Context: an optimization exercise on an open-source flow, tuned for small area, a short achievable clock period and few clock cycles. The choices shown serve that exercise and are no tape-out recipe.
Only simulation tests tie the RTL to the original design; equivalence was not proved.
Power and IR drop assume default switching activity.

==> flow/design.v <==
`default_nettype none
module riscv32i (
    input  wire         clk,
    input  wire [31:0]  GPIO0_R0_CH1,    
    input  wire [31:0]  GPIO0_R0_CH2,    
    input  wire [31:0]  GPIO0_R1_CH1,    
    input  wire [31:0]  GPIO0_R1_CH2,    
    output wire         STOP_sim,
    output wire         data_mem_enb,
    output wire [3:0]   data_mem_web,
    output wire [31:0]  data_mem_addrb,
    output wire [31:0]  data_mem_dinb,
    input  wire [31:0]  data_mem_doutb,
    output wire         ins_mem_enb,
    output wire [31:0]  ins_mem_addrb,
    input  wire [31:0]  ins_mem_doutb
);
    reg  [1:0] ctl_prev;
    reg        rst_p, start_p, run;
    always @(posedge clk) begin
        ctl_prev <= GPIO0_R0_CH1[1:0];
        rst_p    <= GPIO0_R0_CH1[1] & ~ctl_prev[1];
        start_p  <= GPIO0_R0_CH1[0] & ~ctl_prev[0];
    end
    wire reset = rst_p;
    always @(posedge clk)
        if (reset)        run <= 1'b0;
        else if (start_p) run <= 1'b1;
    wire go = run | start_p;
    reg  [31:0] pc_seq, pc_tgt;  
    reg         use_tgt;
    reg  [31:0] pc_d;            
    reg         d_valid;
    reg         x_valid;         
    reg         x_sq;            
    reg  [31:0] x_a, x_b, x_t, x_c2;
    reg  [31:0] noff;            
    reg  [4:0]  x_sh;            
    reg         xa_m1, xb_m1;    
    reg         r_eq, r_ne, r_lt, r_ge, r_ltu, r_geu, r_jr;   
    reg  [4:0]  x_rd;
    reg         x_we_r;          
    wire        x_we = x_we_r & ~x_sq;
    wire        xv   = x_valid & ~x_sq;
    reg  [2:0]  x_f3;
    reg         x_sub, x_arith, x_uset, x_link, x_jalr, x_ld, x_st;
    reg  [31:0] m1_res;
    reg  [4:0]  m1_rd;
    reg         m1_we, m1_ld;
    reg  [2:0]  m1_f3;
    reg  [31:0] m2_res;
    reg  [4:0]  m2_rd;
    reg         m2_we, m2_ld;
    reg  [2:0]  m2_f3;
    reg  [1:0]  m2_al;
    reg         dm_en;
    reg  [3:0]  dm_we;
    reg  [31:0] dm_addr, dm_din;
    reg  [31:0] rf [1:31];
    reg  [31:0] rfv;
    wire [31:0] m2_wdata;
    wire [31:0] ins = ins_mem_doutb;
    wire [6:0]  op  = ins[6:0];
    wire [4:0]  rd  = ins[11:7];
    wire [2:0]  f3  = ins[14:12];
    wire [4:0]  rs1 = ins[19:15];
    wire [4:0]  rs2 = ins[24:20];
    wire op_lui   = (op == 7'b0110111);
    wire op_auipc = (op == 7'b0010111);
    wire op_jal   = (op == 7'b1101111);
    wire op_jalr  = (op == 7'b1100111);
    wire op_br    = (op == 7'b1100011);
    wire op_ld    = (op == 7'b0000011);
    wire op_st    = (op == 7'b0100011);
    wire op_alur  = (op == 7'b0110011);
    wire [31:0] imm_i = {{20{ins[31]}}, ins[31:20]};
    wire [31:0] imm_s = {{20{ins[31]}}, ins[31:25], ins[11:7]};
    wire [31:0] imm_b = {{19{ins[31]}}, ins[31], ins[7], ins[30:25], ins[11:8], 1'b0};
    wire [31:0] imm_u = {ins[31:12], 12'b0};
    wire [31:0] imm_j = {{11{ins[31]}}, ins[31], ins[19:12], ins[20], ins[30:21], 1'b0};
    wire use_rs1 = ~(op_lui | op_auipc | op_jal);
    wire use_rs2 = op_alur | op_br | op_st;
    wire wr_rd   = ~(op_br | op_st) & (rd != 5'd0);
    wire [31:0] x_res;
    wire f11 = m1_we & (m1_rd == rs1);
    wire f12 = m1_we & (m1_rd == rs2);
    wire f21 = m2_we & (m2_rd == rs1);
    wire f22 = m2_we & (m2_rd == rs2);
    wire [31:0] rf1 = (rs1 == 5'd0 || !rfv[rs1]) ? 32'd0 : rf[rs1];
    wire [31:0] rf2 = (rs2 == 5'd0 || !rfv[rs2]) ? 32'd0 : rf[rs2];
    wire [31:0] rv1 = f11 ? m1_res : f21 ? m2_wdata : rf1;
    wire [31:0] rv2 = f12 ? m1_res : f22 ? m2_wdata : rf2;
    wire ld_x  = x_we & x_ld;
    wire ld_m1 = m1_we & m1_ld;
    wire replay = (use_rs1 & ((ld_x & (x_rd == rs1)) | (ld_m1 & (m1_rd == rs1)))) |
                  (use_rs2 & ((ld_x & (x_rd == rs2)) | (ld_m1 & (m1_rd == rs2))));
    wire [31:0] sum_j, sum_b, sum_u;
    wire        co_j, co_b, co_u;
    ks_add add_j (.a(pc_d), .b(imm_j), .ci(1'b0), .s(sum_j), .co(co_j));
    ks_add add_b (.a(pc_d), .b(imm_b), .ci(1'b0), .s(sum_b), .co(co_b));
    ks_add add_u (.a(pc_d), .b(imm_u), .ci(1'b0), .s(sum_u), .co(co_u));
    wire [31:0] pc4   = pc_d + 32'd4;
    wire pred = op_br & ins[31];             
    wire        x_redir;
    wire [31:0] x_target;
    wire [31:0] pc_f = use_tgt ? pc_tgt : pc_seq;
    wire d_seq = go & d_valid & ~replay;           
    assign ins_mem_enb   = go | ~d_valid;
    assign ins_mem_addrb = pc_f;
    always @(posedge clk) pc_tgt <= x_target;
    always @(posedge clk) begin
        if (reset) begin
            pc_seq  <= GPIO0_R1_CH1;
            use_tgt <= 1'b0;
            d_valid <= 1'b0;
        end else if (!go) begin
            use_tgt <= 1'b0;
            if (!d_valid) begin
                d_valid <= 1'b1;
                pc_d    <= pc_f;
                pc_seq  <= pc_f + 32'd4;
            end
        end else begin
            pc_d    <= pc_f;
            use_tgt <= x_redir;
            d_valid <= ~x_redir & ~(d_valid & (replay | op_jal | pred));
            if (d_valid & replay)
                pc_seq <= pc_d;
            else if (d_seq & (op_jal | pred))
                pc_seq <= op_jal ? sum_j : sum_b;
            else
                pc_seq <= pc_f + 32'd4;
        end
    end
    wire bq = d_seq & op_br;
    wire [2:0] bf = {f3[2:1], f3[0] ^ pred};
    always @(posedge clk) begin
        if (reset) begin
            x_valid <= 1'b0;
            x_we_r  <= 1'b0;
            x_sq    <= 1'b0;
            r_eq <= 1'b0; r_ne <= 1'b0; r_lt <= 1'b0; r_ge <= 1'b0;
            r_ltu <= 1'b0; r_geu <= 1'b0; r_jr <= 1'b0;
        end else begin
            x_valid <= d_seq;
            x_we_r  <= d_seq & wr_rd;
            x_sq    <= x_redir;
            r_eq  <= bq & (bf == 3'd0);
            r_ne  <= bq & (bf == 3'd1);
            r_lt  <= bq & (bf == 3'd4);
            r_ge  <= bq & (bf == 3'd5);
            r_ltu <= bq & (bf == 3'd6);
            r_geu <= bq & (bf == 3'd7);
            r_jr  <= d_seq & op_jalr;
        end
        x_rd   <= rd;
        x_f3   <= f3;
        x_a    <= rv1;
        xa_m1  <= x_we & (x_rd == rs1);
        xb_m1  <= use_rs2 & x_we & (x_rd == rs2);
        x_b    <= (op_alur | op_br | op_st) ? rv2 :
                  op_lui ? imm_u : op_auipc ? sum_u : imm_i;
        x_sh   <= op_alur ? rv2[4:0] : ins[24:20];
        x_t    <= (pred | op_jal | op_jalr) ? pc4 : sum_b;
        x_c2   <= op_st ? imm_s : imm_i;
        x_sub  <= op_alur & ins[30];
        x_arith <= ins[30];
        x_uset <= op_lui | op_auipc;
        x_link <= op_jal | op_jalr;
        x_jalr <= op_jalr;
        x_ld   <= op_ld;
        x_st   <= op_st;
    end
    wire [31:0] a  = xa_m1 ? m1_res : x_a;
    wire [31:0] b  = xb_m1 ? m1_res : x_b;
    wire [4:0]  sh = xb_m1 ? m1_res[4:0] : x_sh;
    wire [31:0] sum, dif;
    wire        co_s, co_d;
    ks_add add_s (.a(a), .b(x_sub ? ~b : b), .ci(x_sub), .s(sum), .co(co_s));
    ks_add add_d (.a(a), .b(~b), .ci(1'b1), .s(dif), .co(co_d));    
    wire        eq    = (a == b);
    wire        ltu   = ~co_d;
    wire        lt    = (a[31] != b[31]) ? a[31] : ltu;
    wire [31:0] sll   = a << sh;
    wire signed [32:0] sa = {x_arith & a[31], a};
    wire signed [32:0] sr = sa >>> sh;
    wire [31:0] srx   = sr[31:0];
    reg  [31:0] alu;
    always @(*) begin
        case (x_f3)
            3'd0: alu = sum;
            3'd1: alu = sll;
            3'd2: alu = {31'd0, lt};
            3'd3: alu = {31'd0, ltu};
            3'd4: alu = a ^ b;
            3'd5: alu = srx;
            3'd6: alu = a | b;
            default: alu = a & b;
        endcase
    end
    assign x_res = x_link ? x_t : x_uset ? x_b : alu;
    always @(posedge clk) noff <= 32'd0 - GPIO0_R0_CH2;
    wire [31:0] cs_s = a ^ x_c2 ^ noff;
    wire [31:0] cs_c = (a & x_c2) | (a & noff) | (x_c2 & noff);
    wire [31:0] addr;
    wire        co_a;
    ks_add add_a (.a(cs_s), .b({cs_c[30:0], 1'b0}), .ci(1'b0), .s(addr), .co(co_a));
    assign x_redir  = ~x_sq & ((r_eq & eq) | (r_ne & ~eq) | (r_lt & lt) | (r_ge & ~lt) |
                               (r_ltu & ltu) | (r_geu & ~ltu) | r_jr);
    assign x_target = x_jalr ? {sum[31:1], 1'b0} : x_t;
    reg [3:0]  web;
    reg [31:0] wdat;
    always @(*) begin
        case (x_f3[1:0])
            2'd0: begin web = 4'b0001 << addr[1:0];         wdat = {4{b[7:0]}};  end
            2'd1: begin web = addr[1] ? 4'b1100 : 4'b0011;  wdat = {2{b[15:0]}}; end
            default: begin web = 4'b1111;                   wdat = b;            end
        endcase
    end
    always @(posedge clk) begin
        if (reset) begin
            dm_en <= 1'b0;
            dm_we <= 4'b0000;
        end else begin
            dm_en <= xv & (x_ld | x_st);
            dm_we <= (xv & x_st) ? web : 4'b0000;
        end
        dm_addr <= addr;
        dm_din  <= wdat;
    end
    assign data_mem_enb   = dm_en;
    assign data_mem_web   = dm_we;
    assign data_mem_addrb = dm_addr;
    assign data_mem_dinb  = dm_din;
    always @(posedge clk) begin
        if (reset) begin
            m1_we <= 1'b0;
            m2_we <= 1'b0;
        end else begin
            m1_we <= x_we;
            m2_we <= m1_we;
        end
        m1_rd  <= x_rd;
        m1_res <= x_res;
        m1_ld  <= x_ld;
        m1_f3  <= x_f3;
        m2_rd  <= m1_rd;
        m2_res <= m1_res;
        m2_ld  <= m1_ld;
        m2_f3  <= m1_f3;
        m2_al  <= dm_addr[1:0];
    end
    wire [31:0] lw  = data_mem_doutb;
    wire [15:0] lh  = m2_al[1] ? lw[31:16] : lw[15:0];
    wire [7:0]  lb  = m2_al[0] ? lh[15:8] : lh[7:0];
    reg  [31:0] ldv;
    always @(*) begin
        case (m2_f3)
            3'd0: ldv = {{24{lb[7]}}, lb};
            3'd1: ldv = {{16{lh[15]}}, lh};
            3'd4: ldv = {24'd0, lb};
            3'd5: ldv = {16'd0, lh};
            default: ldv = lw;
        endcase
    end
    assign m2_wdata = m2_ld ? ldv : m2_res;
    integer k;
    always @(posedge clk) begin
        for (k = 1; k < 32; k = k + 1)
            if (m2_we && m2_rd == k) rf[k] <= m2_wdata;
    end
    always @(posedge clk) begin
        if (reset) rfv <= 32'd0;
        else if (m2_we) rfv[m2_rd] <= 1'b1;
    end
    reg       hit, stop;
    reg [4:0] cnt;
    always @(posedge clk) begin
        if (reset) begin
            hit  <= 1'b0;
            cnt  <= 5'd0;
            stop <= 1'b0;
        end else begin
            if (dm_we == 4'b1111 && dm_addr[31:2] == 30'd0 && dm_din == GPIO0_R1_CH2)
                hit <= 1'b1;
            if (hit && cnt != 5'd31) cnt <= cnt + 5'd1;
            if (cnt >= 5'd30) stop <= 1'b1;
        end
    end
    assign STOP_sim = stop;
endmodule
module ks_add (
    input  wire [31:0] a,
    input  wire [31:0] b,
    input  wire        ci,
    output wire [31:0] s,
    output wire        co
);
    wire [31:0] p0 = a ^ b;
    wire [31:0] g0 = a & b;
    wire [32:0] g [0:6];
    wire [32:0] p [0:6];
    assign g[0] = {g0, ci};
    assign p[0] = {p0, 1'b0};
    genvar k, i;
    generate
        for (k = 0; k < 6; k = k + 1) begin : lv
            for (i = 0; i < 33; i = i + 1) begin : bt
                if (i >= (1 << k)) begin : c
                    assign g[k+1][i] = g[k][i] | (p[k][i] & g[k][i - (1 << k)]);
                    assign p[k+1][i] = p[k][i] & p[k][i - (1 << k)];
                end else begin : n
                    assign g[k+1][i] = g[k][i];
                    assign p[k+1][i] = p[k][i];
                end
            end
        end
    endgenerate
    assign s  = p0 ^ g[6][31:0];
    assign co = g[6][32];
endmodule
==> flow/flow/run.sh <==
#!/bin/bash
# Standard ORFS layout (the standard.sh), with these changes:
#  - port buffers are sky130_fd_sc_hd__buf_4 instead of the default delay-cell buffers
#  - the resizer may swap cells across footprints (MATCH_CELL_FOOTPRINT=0)
#  - setup repair aims for a margin of SETUP_SLACK_MARGIN below the design's period
set -euo pipefail
bash standard.sh \
  "BUFFER_PORTS_ARGS=-buffer_cell sky130_fd_sc_hd__buf_4" \
  MATCH_CELL_FOOTPRINT=0 \
  SETUP_SLACK_MARGIN=6.5 \
  finish > make_finish.log 2>&1
==> flow/standard.sh <==
#!/bin/bash
# synth_recipe.tcl (not shown) runs the flow's synth.tcl, then flattens the netlist and writes it again
# the make line also repeats each setting of config.mk as NAME=value (left out here)
make -C /OpenROAD-flow-scripts/flow DESIGN_CONFIG=/design/flow/config.mk WORK_HOME=/design/flow/orfs CLKGATE_MAP_FILE= SYNTH_SCRIPT=/design/flow/synth_recipe.tcl "${@:-finish}"
==> flow/config.mk <==
export PLATFORM = sky130hd
export DESIGN_NAME = riscv32i
export DESIGN_NICKNAME = riscv32i
export VERILOG_FILES = /design/flow/design.v
export SDC_FILE = /design/flow/constraint.sdc
export NUM_CORES = 4
export LEC_CHECK = 0
export CAP_MARGIN = 20
export CORE_MARGIN = 2
export CORE_UTILIZATION = 40
export CTS_CLUSTER_DIAMETER = 80
export CTS_CLUSTER_SIZE = 24
export PLACE_DENSITY = 0.6
export SLEW_MARGIN = 20
==> flow/constraint.sdc <==
create_clock -name core_clock -period 10.0 [get_ports {clk}]
set_input_delay 2.0000 -clock core_clock [delete_from_list [all_inputs] [get_ports {clk}]]
set_output_delay 2.0000 -clock core_clock [all_outputs]
set_load 0.01 [all_outputs]
==> summary.txt, run 1 <==
Critical path
  – Crit Path Category: input pin to flop
  – Slowest cell on crit path: o32ai_4
  – Worst Reg2Reg Path Length in Cells: 21
  – Critical-path cell list: buf_16 > or3b_4 > buf_6 > nor2_4 > buf_12 > buf_12 > a22oi_1 > nand4_1 > or3_4 > o32ai_4 > o211ai_1 > o211ai_1 > o21ai_1
  – WP data required: approximately 11 ns
  – CP Capture Type: flop
  – Worst path max stage delay: ~0.65 ns
  – CP Launch Type: input pin
  – Worst r2r src: xa_m1$_DFF_P_
  – Worst Setup SP: ins_mem_doutb[24]
  – Crit path arrival time: about 5 ns
  – Crit path max fanout: 8

Global route
  – First-pass GRT wire length: 562000 um
  – GRT Total Usage: a little over two fifths
  – Met1 usage: around half
  – Number of global-route vias before repair: 69.2k
  – Met3 GRT Util: between 20 and 25%
  – Met2 Usage GRT: a little under three fifths
  – Initial antenna violation count: 31
  – Grt total ovfl: 0
  – Largest net degree at the start of global routing: 65
  – GR peak layer: met2

Route
  – DRC: 0
  – Detail Route Antenna Nets: 0
  – Vias per cell: 7.33
  – Routed len/inst: a little over 40 um
  – DR iter-0 viols: 17.2k
  – DR vias: between 70k and 80k
  – DRT Wirelength: roughly 430000 um
  – First-pass DRT Iterations: 16

Power
  – P_leak: 36.6 nW
  – Comb pwr share: between 20 and 30%
  – Clock power frac: between 20% and 30%
  – Worst vdd ir: between 0.15 and 0.2 mV
  – PwrDens: 160 mW/mm^2
  – Sequential share of power: between 40% and 50%
  – Sw Ratio: roughly 34%
  – Switching power: ~0.0055 W
  – Cell-internal power: 0.0108 W

Synthesis
  – Netlist cell types: between 90 and 100
  – Seq/Total Area, Yosys: a little over half
  – Cell area after synthesis: around 0.075 sq mm
  – EDFF count, synth: 1056
  – Mapped Cells: a little under 7k
  – Post-synth top cells: edfxtp_1 (1056), a22oi_1 (707), nor2_1 (543)
  – Post-synthesis register bit count: approximately 1.5k
  – Area contributors post-synth: edfxtp_1 (42%), dfxtp_1 (11%), a22oi_1 (7.1%), ha_1 (3.7%), a21oi_1 (3.1%)
  – Syn_area_per_cell: about 11 sq um
  – Synth area leader: edfxtp_1
  – Top_reg_cell synth: edfxtp_1
  – Area share of the largest cell type after synthesis: 42.1%
  – Yosys warning total: 35
  – Most frequent cell after synthesis: edfxtp_1
  – Post-Syn Nets: about 7.3k
  – Share of flip-flops with an asynchronous set or reset: 0%

Floorplanning
  – Initial Utilization: around two fifths
  – Row count: roughly 160
  – DIE AREA: about 0.19 sq mm
  – Die Wd: approximately 440 um
  – I/O Pins: 296
  – Die Y: between 400 and 500 um
  – Core footprint: 0.187 sq mm

Clock network
  – Root Driver: clkbuf_16
  – CTS tree: done
  – CTS buffer count: slightly below 90
  – H-tree depth: 3
  – Num Clock Sinks: roughly 1.5k
  – CTS max path bufs: 3
  – Clk latency of the worst-skew pair: approximately 0.86 ns
  – Clock Pin Slew Worst Setup and Hold Paths: 0.10 ns

Timing
  – Maximum clock rate: between 200 and 250 MHz
  – Max Slew Vio Count: 0
  – Setup-failing EPs final: 0
  – Period utilisation layout: between 40 and 50%
  – Fin crit period: around 4.2 ns
  – Setup total negative slack: 0 ns
  – Worst Skew: approximately 0.10 ns
  – Final hold violation count: 0
  – RSZ-0062 raised after global routing: yes
  – Slew HR: 18.0%
  – Worst-Margin Slew: 1.23 ns

Worst hold path
  – Hold wc startpoint: m1_f3[1]$_DFF_P_
  – Hold Crit Class: flop to flop
  – Worst hold stages: 0

Cells and area
  – Layout overhead on the synthesized area: 35.6%
  – Nets: a little over 8k
  – Core Util, Final: around 54%
  – Layout cells sized above 1: around a third
  – Post-layout instance area: between 0.1 and 0.15 sq mm

Place
  – GP Congestion: 1.06
  – Placed Instance Area: around 0.08 sq mm
  – Dpl hpwl: 231000 um
  – Port Buffers: around 270

Run
  – Max cap viols: 0

Run status
  – Outcome: timing/DRC/antenna clean
sequential cells by signal, indices dropped and copies added, names as in the netlist, 4 cells and up:
signal,count
cnt,5
dm_addr,32
dm_din,32
dm_we,4
m1_rd,5
m1_res,32
m2_rd,5
m2_res,32
noff,32
pc_d,32
pc_seq,32
pc_tgt,32
rf,992
rfv,31
x_a,32
x_b,32
x_c2,12
x_rd,5
x_sh,5
x_t,32
layer usage:
metal  share of wire (%)  vias to the layer above
met1                  33                    36700
met4                  10                       48
met2                  38                     8316
li1                    -                    28500
met3                  18                     2613
met5                0.20                        -
placed cells by master, fill, tap and decap left out, types with 38 or more instances in the layout:
cell type	netlist	layout
o21ai_0	255	129
ha_4	0	59
a22oi_1	707	666
mux2_4	0	44
o21ai_1	6	76
a22oi_2	0	41
a222oi_1	69	69
nand3_1	139	124
nor3_1	149	63
a22o_1	96	94
dfxtp_1	403	385
nor2_1	543	418
a221oi_1	101	69
mux2_2	85	42
nor2_4	0	102
clkbuf_16	0	145
buf_12	0	150
buf_4	6	796
buf_6	4	213
nor3_4	0	54
inv_1	179	122
nand2b_1	60	51
a21oi_4	0	38
buf_8	0	42
xnor2_1	221	179
o211ai_1	66	66
nand4_1	155	155
edfxtp_1	1056	1056
ha_1	222	148
xor2_1	99	82
nand2_1	431	408
o21ai_2	0	38
a21o_1	68	67
mux2i_4	1	50
mux2i_1	194	133
a21oi_1	459	313
a21oi_2	0	123
critical path: cells and delay by family:
kind / cells / cell delay (ns)
AOI/OAI and AO/OA: 5 / 1.41
buffers and inverters: 4 / 0.59
and+or+nand+nor: 4 / 0.86
cell type report:
cell class	instances	area, sq um
sequential	1459	39800
antenna	28	70.1
clock inverter	54	827
timing repair inverter	1	5.00
clock buffer	95	2270
tap	2495	3120
timing repair buffer	1289	14300
inverter	180	826
fill	15300	85400
multi-input combinational	4782	40800
power groups by stage:
stage | clock network, W | registers (W) | logic, W
floorplan | 0 | 0.00731 | 0.00185
global placement | 0 | 0.00750 | 0.00304
detailed placement | 0 | 0.00750 | 0.00306
CTS | 0.00426 | 0.00739 | 0.00396
global route | 0.00449 | 0.00744 | 0.00470
finish | 0.00433 | 0.00744 | 0.00459
path summary, 6_finish.rpt:
path         slack [ns]            endpoint
max reg2reg        5.78  pc_tgt[25]$_DFF_P_
max                5.76     x_b[10]$_DFF_P_
min reg2reg        0.34    m2_f3[1]$_DFF_P_
min                0.34    m2_f3[1]$_DFF_P_
through the flow:
step	total power [W]	hold WS, ns	std cells	setup slack (ns)
global route	0.0166	0.347	10400	5.74
detailed placement	0.0106	0.312	9357	3.72
floorplan	0.00917	0.310	6869	5.53
finish	0.0164	0.337	10400	5.76
CTS	0.0156	0.339	10100	6.01
global placement	0.0105	0.313	9357	3.74
timing repair:
action,CTS,global route
gates cloned,64,13
endpoints found under the setup margin,430,341
hold buffers,0,0
pin swaps,425,367
setup buffers,558,212
hold endpoints to repair,0,0
gates resized for setup,1288,495
cell families (layout without fill, tap and decap cells):
family,after synthesis,in the layout,synth area share (%)
other cells,0,28,0
compound gates,2162,2177,19.9
fa+ha+maj,257,257,4.62
mux,304,305,4.58
flops,1459,1459,52.9
simple gates,1721,1723,10.8
buf+inv,646,1619,3.47
xor+xnor,320,320,3.72
Testbench counts, summed over its fixed seeds: cycles 32,556.
==> run 2: changes to the inputs <==
--- a/flow/flow/run.sh
+++ b/flow/flow/run.sh
@@ -7,5 +7,5 @@
 bash standard.sh \
   "BUFFER_PORTS_ARGS=-buffer_cell sky130_fd_sc_hd__buf_4" \
   MATCH_CELL_FOOTPRINT=0 \
-  SETUP_SLACK_MARGIN=6.5 \
+  SETUP_SLACK_MARGIN=5.5 \
   finish > make_finish.log 2>&1
--- a/flow/config.mk
+++ b/flow/config.mk
@@ -7,8 +7,8 @@
 export LEC_CHECK = 0
 export CAP_MARGIN = 20
 export CORE_MARGIN = 2
-export CORE_UTILIZATION = 40
-export CTS_CLUSTER_DIAMETER = 80
-export CTS_CLUSTER_SIZE = 24
-export PLACE_DENSITY = 0.6
+export CORE_UTILIZATION = 45
+export CTS_CLUSTER_DIAMETER = 85
+export CTS_CLUSTER_SIZE = 26
+export PLACE_DENSITY = 0.65
 export SLEW_MARGIN = 20
==> run 2 against run 1 <==
  * Combinational power shrank 29%
  * Global-route usage grew 0.86 points
  * Sequential share of layout area grew 7.5 points
  * Routed wire length shrank 12%
  * Clock power shrank 12%
  * Clock skew shrank 0.027 ns
  * Total power shrank 12%
==> summary.txt, run 2 <==
Synthesis
  – Netlist cell types: 93 (unchanged)
  – Main combinational cell family by area after synthesis: compound AO/OA/AOI/OAI gates
  – Syn_area_per_cell: 11.0 sq um (unchanged)
  – Share of flip-flops with an asynchronous set or reset: 0% (unchanged)
  – Synth area leader: edfxtp_1
  – Adder-cell area share of the yosys netlist: 4.62% (unchanged)
  – Post-synth top cells: edfxtp_1 (1056), a22oi_1 (707), nor2_1 (543)
  – Area share of the largest cell type after synthesis: 42.1% (unchanged)
  – EDFF count, synth: 1056 (unchanged)
  – Post-synthesis mux area share: 4.58% (unchanged)
  – Most frequent cell after synthesis: edfxtp_1
  – Yosys warning total: 35 (unchanged)
  – Top_reg_cell synth: edfxtp_1
  – Post-synthesis register bit count: 1459 (unchanged)
  – Cell area after synthesis: 0.0753 sq mm (unchanged)
  – Area contributors post-synth: edfxtp_1 (42%), dfxtp_1 (11%), a22oi_1 (7.1%), ha_1 (3.7%), a21oi_1 (3.1%)
  – Simple-gate portion of the synthesized area: 10.8% (unchanged)
  – Mapped Cells: 6869 (unchanged)
  – Post-Syn Nets: 7319 (unchanged)
  – Synth Area in Compound Gates: 19.9% (unchanged)
  – XOR/XNOR Fraction of Synth Area: 3.72% (unchanged)
  – Seq/Total Area, Yosys: 52.9% (unchanged)

Critical path
  – CP Launch Type: input pin
  – Critical-path cell list: buf_4 > nand3b_1 > nor2_4 > buf_4 > buf_4 > a22oi_1 > nand4_1 > nor4_1 > nor3_2 > a21oi_1 > a21oi_1
  – Crit path arrival time: 5.34 ns (+0.42 ns)
  – CP most frequent cell: buf_4
  – Worst path max stage delay: 0.63 ns (-0.02 ns)
  – Slowest cell on crit path: buf_4
  – Crit path max fanout: 22 (+14)
  – CP Capture Type: flop
  – WP data required: 10.60 ns (-0.07 ns)
  – Crit Path Category: input pin to flop

Place
  – Dpl cells: 9128 (-2.4%)
  – Placed Instance Area: 0.0809 sq mm (-1.4%)
  – Port Buffers: 265 (unchanged)
  – Dpl hpwl: 234000 um (+1.1%)
  – GP Congestion: 1.03 (-3.0%)

Floorplanning
  – I/O Pins: 296 (unchanged)
  – Core footprint: 0.167 sq mm (-11%)
  – Die Wd: 413 um (-5.7%)
  – Die Y: 413 um (-5.7%)
  – Row count: 150 (-5.7%)
  – DIE AREA: 0.171 sq mm (-11%)
  – Initial Utilization: 45.2% (+5.0 points)

Route
  – DR iter-0 viols: 15.0k (-13%)
  – Vias per cell: 7.44 (+1.4%)
  – DRC: 0 (unchanged)
  – Routed len/inst: 40.5 um (-2.2%)
  – Detail Route Antenna Nets: 0 (unchanged)
  – DR vias: 69.8k (-8.3%)
  – DRT Wirelength: 380000 um (-12%)
  – First-pass DRT Iterations: 11 (-5)

Clock network
  – CTS max path bufs: 3 (unchanged)
  – Root Driver: clkbuf_16
  – CTS tree: done
  – Clock Pin Slew Worst Setup and Hold Paths: 0.11 ns (about the same)
  – Num Clock Sinks: 1459 (unchanged)
  – H-tree depth: 3 (unchanged)
  – CTS buffer count: 76 (-14%)
  – Clk latency of the worst-skew pair: 0.81 ns (-0.05 ns)

Global route
  – Largest net degree at the start of global routing: 65 (unchanged)
  – Met1 usage: 50.7% (-0.87 points)
  – Number of global-route vias before repair: 64.3k (-7.1%)
  – Met2 Usage GRT: 60.0% (+3.0 points)
  – Initial antenna violation count: 20 (-35%)
  – Grt total ovfl: 0 (unchanged)
  – First-pass GRT wire length: 510000 um (-9.2%)
  – GR peak layer: met2
  – Met3 GRT Util: 20.5% (-0.25 points)
  – GRT Total Usage: 43.0% (+0.86 points)

Timing
  – RSZ-0062 raised after global routing: no
  – Worst hold margin: 0.308 ns (-0.0298 ns)
  – Setup total negative slack: 0 ns (unchanged)
  – Maximum clock rate: 211 MHz (-11%)
  – Slew HR: 16.7% (-1.4 points)
  – Period utilisation layout: 47.4% (+5.0 points)
  – Setup-failing EPs final: 0 (unchanged)
  – Final hold violation count: 0 (unchanged)
  – Worst Skew: 0.0755 ns (-0.0269 ns)
  – Max Slew Vio Count: 0 (unchanged)
  – Fin crit period: 4.74 ns (+0.499 ns)
  – Worst-Margin Slew: 1.25 ns (+0.0205 ns)

Cells and area
  – Commonest non-fill, non-tap cells in the layout: edfxtp_1 (1056), a22oi_1 (707), buf_4 (561), nor2_1 (454), nand2_1 (427)
  – Biggest register: rf
  – Leading cell type in the layout, fill and taps excluded: edfxtp_1
  – Layout overhead on the synthesized area: 13.8%
  – Layout cells sized above 1: 16.0% (-17 points)
  – Nets: 7564 (-8.3%)
  – Register area: 0.0398 sq mm (about the same)
  – Number of flip-flops in the largest register: 992 (unchanged)
  – Post-layout instance area: 0.0857 sq mm (-16%)
  – Layout fillers: 14.7k (-4.5%)
  – Multi-input logic area: 0.0345 sq mm (-16%)
  – Final Non-Filler Cells: 9393 (-9.5%)

Power
  – P_leak: 30.5 nW (-16%)
  – PwrDens: 169 mW/mm^2 (+5.4%)
  – Worst vdd ir: 0.200 mV (+23%)

Worst hold path
  – Hold Crit Class: flop to flop

Run status
  – Outcome: timing/DRC/antenna clean

Run
  – Max cap viols: 0 (unchanged)
-- run 2: cell counts after synthesis --
No cell type changed its count.
-- run 2: final cells by class --
cell class	instances	area share, %
repair inverters	1	0.00584
multi-input cells	4764	40.3
clock buffers	93	2.33
inverters	180	0.819
clock inverters	38	0.675
diodes	22	0.0643
flip-flops and latches	1459	46.5
repair buffers	632	6.16
well taps	2204	3.22
-- run 2: cells by family after synthesis --
| kind of cell | count (synthesis) |
|---|---|
| mux | 304 |
| xor+xnor | 320 |
| compound gates | 2162 |
| buf+inv | 646 |
| flops | 1459 |
| fa+ha+maj | 257 |
| simple gates | 1721 |
-- run 2: worst paths after layout --
kind | endpoint | from | slack (ns) | cells past startpoint
setup / recovery | x_a[19]$_DFF_P_ | ins_mem_doutb[17] | 5.26 | 11
hold / removal | m2_f3[1]$_DFF_P_ | m1_f3[1]$_DFF_P_ | 0.31 | 0
setup reg to reg | m1_res[14]$_DFF_P_ | xa_m1$_DFF_P_ | 5.44 | 15
hold reg to reg | m2_f3[1]$_DFF_P_ | m1_f3[1]$_DFF_P_ | 0.31 | 0
-- run 2: timing repair --
action	4_1_cts	5_1_grt
setup buffers	56	52
cloned	1	3
setup endpoints to repair	162	104
endpoints found under the hold margin	0	0
resized for setup	145	135
hold buffers	0	0
pin swaps	29	25
-- run 2: worst max-delay path, delay by kind of cell --
family          cells  cell delay [ns]
buf+inv             3             1.33
simple gates        5             1.07
compound gates      3             0.86
-- run 2: where the power goes --
part	switching (W)	total [W]	internal, W	leakage, nW
Sequential	0.000436	0.00741	0.00698	13.0
Combinational	0.00209	0.00324	0.00115	16.3
Clock	0.00222	0.00383	0.00161	1.25
-- run 2: through the flow --
stage,setup slack [ns],total power [W],utilization (%)
5_1_grt,5.49,0.0148,51.4
4_1_cts,5.43,0.0142,50.7
6_report,5.26,0.0145,51.4
3_5_place_dp,3.46,0.0105,48.5
2_1_floorplan,5.44,0.00903,-
3_3_place_gp,3.50,0.0104,48.5
-- run 2: metal layers --
metal / vias to the layer above / wire length, um
li1: 27000 / -
met3: 2402 / 65100
met5: - / 790
met2: 7363 / 150000
met1: 33000 / 125000
met4: 37 / 40200

what the ideal ports hide:
How much do the figures lean on ideal ports? The routed layouts below were timed once more, with nothing changed but the port constraints. Step 1 assumes that a clkbuf_16 drives the clock port and a buf_2 every other input. Step 2, shift: input delay + t, output delay - t, t = (earliest + latest rising clock arrival at the registers) / 2. This alone moves slack from input paths to output paths. Slacks: no drivers / after step 1 / after step 2; pairs: no drivers / after step 1.
| run | shift t [ns] | slack for setup (ns) | worst hold slack (ns) | slew at the worst register clock pin (ns) | worst data-port slew with drivers (ns) |
|---|---|---|---|---|---|
| run 1 | 0.915 | 5.759 / 5.541 / 4.625 | 0.337 / 0.337 / 0.337 | 0.11 / 0.11 | 0.40 |
| run 2 | 0.856 | 5.260 / 5.331 / 4.476 | 0.308 / 0.308 / 0.308 | 0.11 / 0.11 | 0.14 |
After both steps every run listed still meets setup and hold. The setup slack of run 1, which loses most, moves by -0.218 ns with the drivers and by -1.134 ns with both steps.
